Source: an optimization exercise on an open RTL-to-GDS flow (aim: small area, a short achievable clock period and few clock cycles). Production flows keep margins and buffers that such runs may drop. Only simulation tests tie the RTL to the original design; equivalence was not proved.

==> flow/design.v (excerpt) <==
module kf_top
#(parameter W=24, parameter FRAC=14, parameter NR=40, parameter ADDRW=6)
(
  input              clk,
  input              rst_n,
  input              start,
  input  [W-1:0]     data_in,
  output reg         ready,
  output [W-1:0]     result_out,
  output reg         au_done
);
clock: 10.0 ns
lec_check: 0
cap_margin: 20
core_margin: 2
core_utilization: 40
place_density: 0.6
setup_slack_margin: 5
slew_margin: 20
standard.sh (not shown) runs the stock make flow with config.mk's settings and CLKGATE_MAP_FILE= SYNTH_SCRIPT=/design/flow/synth_recipe.tcl, a recipe that flattens the netlist after the stock synthesis.
==> flow/flow/run.sh <==
#!/bin/bash
set -euo pipefail
bash standard.sh SETUP_SLACK_MARGIN=6.5 finish > standard.log 2>&1
The baseline ran to the end with no violations.
Testbench counts at the start, summed over its fixed seeds: cycles 8,176.
Edit:
==> flow/run.sh (new file) <==
#!/bin/bash
# synth_recipe.tcl (not shown) runs the flow's synth.tcl, then flattens the netlist and writes it again
# the make line also repeats each setting of config.mk as NAME=value (left out here)
make -C /OpenROAD-flow-scripts/flow DESIGN_CONFIG=/design/flow/config.mk WORK_HOME=/design/flow/orfs CLKGATE_MAP_FILE= SYNTH_SCRIPT=/design/flow/synth_recipe.tcl finish
removed: flow/flow/run.sh
removed: flow/standard.sh
Global-route usage fell by 0.83 points; first-iteration DRC count fell by 9.6%; sequential share of layout area rose by 2.2 points; design area fell by 9.9%.

* * *

kf_top, a different RTL version from the one above (not shown whole).
For scale: ~53 I/O pins, roughly 25,000 sq um of cells after synthesis.
clock: 10.0 ns
lec_check: 0
cap_margin: 20
core_margin: 2
core_utilization: 40
place_density: 0.6
setup_slack_margin: 5
slew_margin: 20
run.sh (not shown) runs the stock make flow with config.mk's settings and CLKGATE_MAP_FILE= SYNTH_SCRIPT=/design/flow/synth_recipe.tcl, a recipe that flattens the netlist after the stock synthesis.
Stock flow here: none of the scripts above is used.
Testbench counts at the start, summed over its fixed seeds: cycles 9,492.
==> next run, changes <==
SETUP_SLACK_MARGIN = default   (was 5)
Effect: The changed run completed with no timing, DRC or antenna violations. Utilization came out lower by 9.2 points. Worst setup slack is worse by 3000 ps. Non-clock buffer count came out lower by 302. Clock skew came out lower by 6.0 ps.
==> next run, changes <==
ABC_CLOCK_PERIOD_IN_PS = 4000   (was default)
SETUP_SLACK_MARGIN = 5   (was default)
The changed run completed without violations.
Design area grows by about a fifth.
Count of clock-buffer cells in the layout shrinks by 6.
Final cell count grows by a little under a tenth.
Register-to-register slack gets better by 3000 ps.
Die area stays the same.

* * *

Setup of run A:
kf_top, a different RTL version from the one above (not shown whole).
Size in the first run: roughly 27000 µm² of cells after synthesis.
==> flow/design.v (excerpt) <==
module kf_top
#(parameter W=24, parameter FRAC=14, parameter NR=40, parameter ADDRW=6)
(
  input              clk,
  input              rst_n,
  input              start,
  input  [W-1:0]     data_in,
  output reg         ready,
  output [W-1:0]     result_out,
  output reg         au_done
);
  reg sLOAD, sM1, sM2, sOP1, sOP2, sDI, sDIV, sM3, sM4, sOP4;
  reg [2:0]  lc;           
  reg [1:0]  mcnt;         
  reg        mfirst;       
  reg        px;           
  reg        dfirst;       
  reg [3:0]  dcnt;         
  reg        accs;         
  reg        qtop2;        
  reg [23:0] PHI, Q, R, X, Y, AR;
  reg [36:0] ACC;
  reg [23:0] REM;
  reg [11:0] BSEL;         
  assign result_out = X;
  function [1:0] top_chunk;
    input [22:0] v;
    begin
      if      (|v[22:15]) top_chunk = 2'd2;
      else if (|v[14:7])  top_chunk = 2'd1;
      else                top_chunk = 2'd0;
    end
  endfunction
  function [11:0] booth;
    input [8:0] c;
    integer k;
    begin
      for (k = 0; k < 4; k = k + 1) begin
        booth[3*k]   = c[2*k+1] ^ c[2*k];                                   
        booth[3*k+1] = (c[2*k+2] & ~c[2*k+1] & ~c[2*k]) |
                       (~c[2*k+2] & c[2*k+1] & c[2*k]);                     
        booth[3*k+2] = c[2*k+2] & ~(c[2*k+1] & c[2*k]);                     
      end
    end
  endfunction
  function [8:0] chunk;
    input [22:0] v;
    input [1:0]  i;
    begin
      case (i)
        2'd0:    chunk = {v[7:0], 1'b0};
        2'd1:    chunk = v[15:7];
        default: chunk = {1'b0, v[22:15]};
      endcase
    end
  endfunction
  wire [36:0] acc_sh = mfirst ? 37'd0 : {ACC[28:0], 8'd0};
  wire [36:0] msum;
  mulstep MUL (.acc(acc_sh), .a(AR[22:0]), .bsel(BSEL), .sum(msum));
  wire [22:0] mprod = msum[36:14];
  wire        m3div  = sDIV & ((dcnt == 4'd5 & qtop2) | dcnt == 4'd1);
  ...
clock: 10.0 ns
lec_check: 0
abc_area: 1
cap_margin: 20
core_margin: 2
core_utilization: 60
place_density: 0.75
setup_slack_margin: 5
slew_margin: 20
synth_hierarchical: 1
Run A has completed all stages; timing, DRC and antenna checks passed.
Testbench counts of run A, summed over its fixed seeds: cycles 7,763.
The following lists how run B was set up differently from run A:
Settings: PLACE_DENSITY: 0.75 -> 0.6; CORE_UTILIZATION: 60 -> 40.
==> flow/flow/run.sh (new file) <==
#!/bin/bash
set -euo pipefail
bash standard.sh SETUP_SLACK_MARGIN=6.5 finish > standard.log 2>&1
==> flow/standard.sh (new file) <==
#!/bin/bash
# synth_recipe.tcl (not shown) runs the flow's synth.tcl, then flattens the netlist and writes it again
# the make line also repeats each setting of config.mk as NAME=value (left out here)
make -C /OpenROAD-flow-scripts/flow DESIGN_CONFIG=/design/flow/config.mk WORK_HOME=/design/flow/orfs CLKGATE_MAP_FILE= SYNTH_SCRIPT=/design/flow/synth_recipe.tcl "${@:-finish}"
removed: flow/run.sh
Findings:
Summary of the comparison: routed metal-1 wire length is higher in run B, relative to run A.
Non-clock buffer count, run B and run A, lower one = run A.
Comparing run A with run B, the synthesized area came out essentially unchanged.
Run A ended up with fewer cell instances than run B did.
Setup changes, run B to run C
==> flow/run.sh (new file) <==
#!/bin/bash
# synth_recipe.tcl (not shown) runs the flow's synth.tcl, then flattens the netlist and writes it again
# the make line also repeats each setting of config.mk as NAME=value (left out here)
make -C /OpenROAD-flow-scripts/flow DESIGN_CONFIG=/design/flow/config.mk WORK_HOME=/design/flow/orfs CLKGATE_MAP_FILE= SYNTH_SCRIPT=/design/flow/synth_recipe.tcl finish
removed: flow/flow/run.sh
removed: flow/standard.sh
Results
Worst setup path endpoint: Y[4] -> run B, X[0] -> run C. Run B → run C: tightest slew margin relative to the limit went up 15 points; number of buffers inserted by hold repair at cts held.

* * *

## job 2091
kf_top, a different RTL version from the one above (not shown whole).
For scale: ~240 flip-flops, roughly 53 I/O pins, ~26000 um^2 of cells after synthesis.
Settings: LEC_CHECK=0, ABC_AREA=1, CAP_MARGIN=20, CORE_MARGIN=2, CORE_UTILIZATION=40, PLACE_DENSITY=0.6, SETUP_SLACK_MARGIN=5, SLEW_MARGIN=20, SYNTH_HIERARCHICAL=1; clock period 10.0 ns.
standard.sh (not shown) runs the stock make flow with config.mk's settings and CLKGATE_MAP_FILE= SYNTH_SCRIPT=/design/flow/synth_recipe.tcl, a recipe that flattens the netlist after the stock synthesis.
==> flow/flow/run.sh <==
#!/bin/bash
set -euo pipefail
bash standard.sh SETUP_SLACK_MARGIN=5.6 finish > standard.log 2>&1
Testbench counts of job 2091, summed over its fixed seeds: cycles 7,763.
diff inputs: job 2091 => job 7448
==> flow/run.sh (new file) <==
#!/bin/bash
# synth_recipe.tcl (not shown) runs the flow's synth.tcl, then flattens the netlist and writes it again
# the make line also repeats each setting of config.mk as NAME=value (left out here)
make -C /OpenROAD-flow-scripts/flow DESIGN_CONFIG=/design/flow/config.mk WORK_HOME=/design/flow/orfs CLKGATE_MAP_FILE= SYNTH_SCRIPT=/design/flow/synth_recipe.tcl finish
--- a/flow/config.mk
+++ b/flow/config.mk
@@ -14,2 +14,3 @@
 export SLEW_MARGIN = 20
 export SYNTH_HIERARCHICAL = 1
+export TNS_END_PERCENT = 20
removed: flow/flow/run.sh
removed: flow/standard.sh
Notes after the runs:
- Job 7448 ends up with lower global routing met1 resource utilization than job 2091 does.
- Comparing job 7448 and job 2091, the higher worst hold margin was measured on job 7448.
- There was hardly any difference in share of the final layout cell area in multi-input gates between job 2091 and job 7448.
- Share of the yosys chip area belonging to registers: job 7448 vs job 2091 identical
- Post-route cell area: job 7448 better than job 2091
- Area occupied by registers: job 2091 vs job 7448, no meaningful difference
Edits applied to the flow inputs when going from job 7448 to job 1193:
--- a/flow/config.mk
+++ b/flow/config.mk
@@ -14,3 +14,2 @@
 export SLEW_MARGIN = 20
 export SYNTH_HIERARCHICAL = 1
-export TNS_END_PERCENT = 20
Findings:
- Going from job 7448 to job 1193, the antenna diode instance count was found to have gone up by 1.
- Job 7448 and job 1193 ended up with roughly the same global-route wire length before repair.
- Job 1193 against job 7448: final wirelength was more or less identical; met2 demand-to-capacity share in global routing was more or less identical.
- Changes observed in job 1193 relative to job 7448: number of non-filler instances in the completed layout shows no meaningful change; global-route usage held steady.
### job 1193 -> job 488
--- a/flow/config.mk
+++ b/flow/config.mk
@@ -14,2 +14,3 @@
 export SLEW_MARGIN = 20
 export SYNTH_HIERARCHICAL = 1
+export TNS_END_PERCENT = 0
==> comparison <==
Looking at the reports, job 488 completed the entire flow and the layout it produced met the timing, DRC and antenna checks.
Fmax | job 488 below job 1193
The higher headroom to the max-slew limit of job 1193 and job 488 is in job 488.
Inputs modified between job 488 and job 4590:
==> flow/flow/run.sh (new file) <==
#!/bin/bash
# The standard layout (standard.sh), with Yosys's full-adder cell mapping
# turned off so that ABC maps the adder trees; clock and constraints unchanged.
set -euo pipefail
bash standard.sh ADDER_MAP_FILE= finish > standard.log 2>&1
==> flow/standard.sh (new file) <==
#!/bin/bash
# synth_recipe.tcl (not shown) runs the flow's synth.tcl, then flattens the netlist and writes it again
# the make line also repeats each setting of config.mk as NAME=value (left out here)
make -C /OpenROAD-flow-scripts/flow DESIGN_CONFIG=/design/flow/config.mk WORK_HOME=/design/flow/orfs CLKGATE_MAP_FILE= SYNTH_SCRIPT=/design/flow/synth_recipe.tcl "${@:-finish}"
--- a/flow/config.mk
+++ b/flow/config.mk
@@ -14,3 +14,2 @@
 export SLEW_MARGIN = 20
 export SYNTH_HIERARCHICAL = 1
-export TNS_END_PERCENT = 0
removed: flow/run.sh
### Flow results
Every run (job 4590 and job 488) finished clean. Compared to job 488, job 4590 was floorplanned on a bigger die. As far as final setup violation count goes, job 488 and job 4590 are indistinguishable; the numbers are identical. When job 4590 is set beside job 488, its non-clock buffer count turns out to be about 11% smaller. Sort job 4590 and job 488 by total CTS buffers, descending, and job 4590 comes first. Job 4590 ended with less shortest period the worst path allows than job 488.
[inputs] job 6755 vs job 4590
==> flow/flow/run.sh <==
#!/bin/bash
# The standard layout (standard.sh, unchanged synthesis); the timing repair
# may also resize cells to other footprints. Clock and constraints unchanged.
set -euo pipefail
bash standard.sh MATCH_CELL_FOOTPRINT=0 SETUP_SLACK_MARGIN=5.5 finish > standard.log 2>&1
Results
- Comparing job 6755 and job 4590, synthesized area is higher on job 4590.
- Initial cell density of the core on job 6755 is down relative to job 4590.
- The length of routed met3 wiring in job 6755 sits about 8% below the value recorded for job 4590.
- Changes observed in job 6755 relative to job 4590: inserted tap cell count now sits lower, final layout net count now sits lower, clock-buffer cell count now sits higher.
- The die used by job 6755 is smaller than the one used by job 4590.

==> static timing again, ports no longer ideal <==
The flow's constraints put no driver on any port. The routed layouts listed below were extracted and timed again, unchanged, in two steps.
Step 1 (the two cells are an assumption about what drives the block):
set clk [get_ports {clk}]
set_driving_cell -lib_cell sky130_fd_sc_hd__clkbuf_16 $clk
set_driving_cell -lib_cell sky130_fd_sc_hd__buf_2 [delete_from_list [all_inputs] $clk]
Step 2 also shifts input and output timing later by t, the mid clock arrival at the registers, as if the neighbouring blocks saw the same clock.
Slacks: no drivers / after step 1 / after step 2; pairs: no drivers / after step 1.
run | t, ns | setup slack, ns | clock arrival spread, ns | slew at the worst register clock pin (ns)
the first run of note 1 | 0.672 | 4.476 / 4.476 / 4.476 | 0.032 / 0.032 | 0.07 / 0.07
the second run of note 1 | 0.683 | 4.457 / 4.457 / 4.457 | 0.048 / 0.048 | 0.08 / 0.08
the first run of note 2 | 0.672 | 3.290 / 3.290 / 3.290 | 0.042 / 0.042 | 0.07 / 0.07
the second run of note 2 | 0.652 | 0.339 / 0.339 / 0.339 | 0.036 / 0.036 | 0.07 / 0.07
the third run of note 2 | 0.672 | 3.290 / 3.290 / 3.290 | 0.042 / 0.042 | 0.07 / 0.07
run A | 0.676 | 5.021 / 5.021 / 5.021 | 0.042 / 0.042 | 0.07 / 0.07
run B | 0.625 | 5.229 / 5.229 / 5.229 | 0.032 / 0.033 | 0.06 / 0.06
run C | 0.684 | 5.087 / 5.087 / 5.087 | 0.039 / 0.039 | 0.07 / 0.07
job 2091 | 0.665 | 5.254 / 5.254 / 5.254 | 0.041 / 0.040 | 0.08 / 0.08
job 7448 | 0.664 | 5.149 / 5.149 / 5.149 | 0.012 / 0.012 | 0.07 / 0.07
job 1193 | 0.671 | 5.193 / 5.193 / 5.193 | 0.019 / 0.019 | 0.07 / 0.07
job 488 | 0.667 | 5.073 / 5.073 / 5.073 | 0.014 / 0.015 | 0.07 / 0.07
job 4590 | 0.676 | 5.080 / 5.080 / 5.080 | 0.020 / 0.020 | 0.07 / 0.07
job 6755 | 0.619 | 5.141 / 5.141 / 5.141 | 0.027 / 0.028 | 0.07 / 0.07
After both steps setup and hold are still met in every run listed.
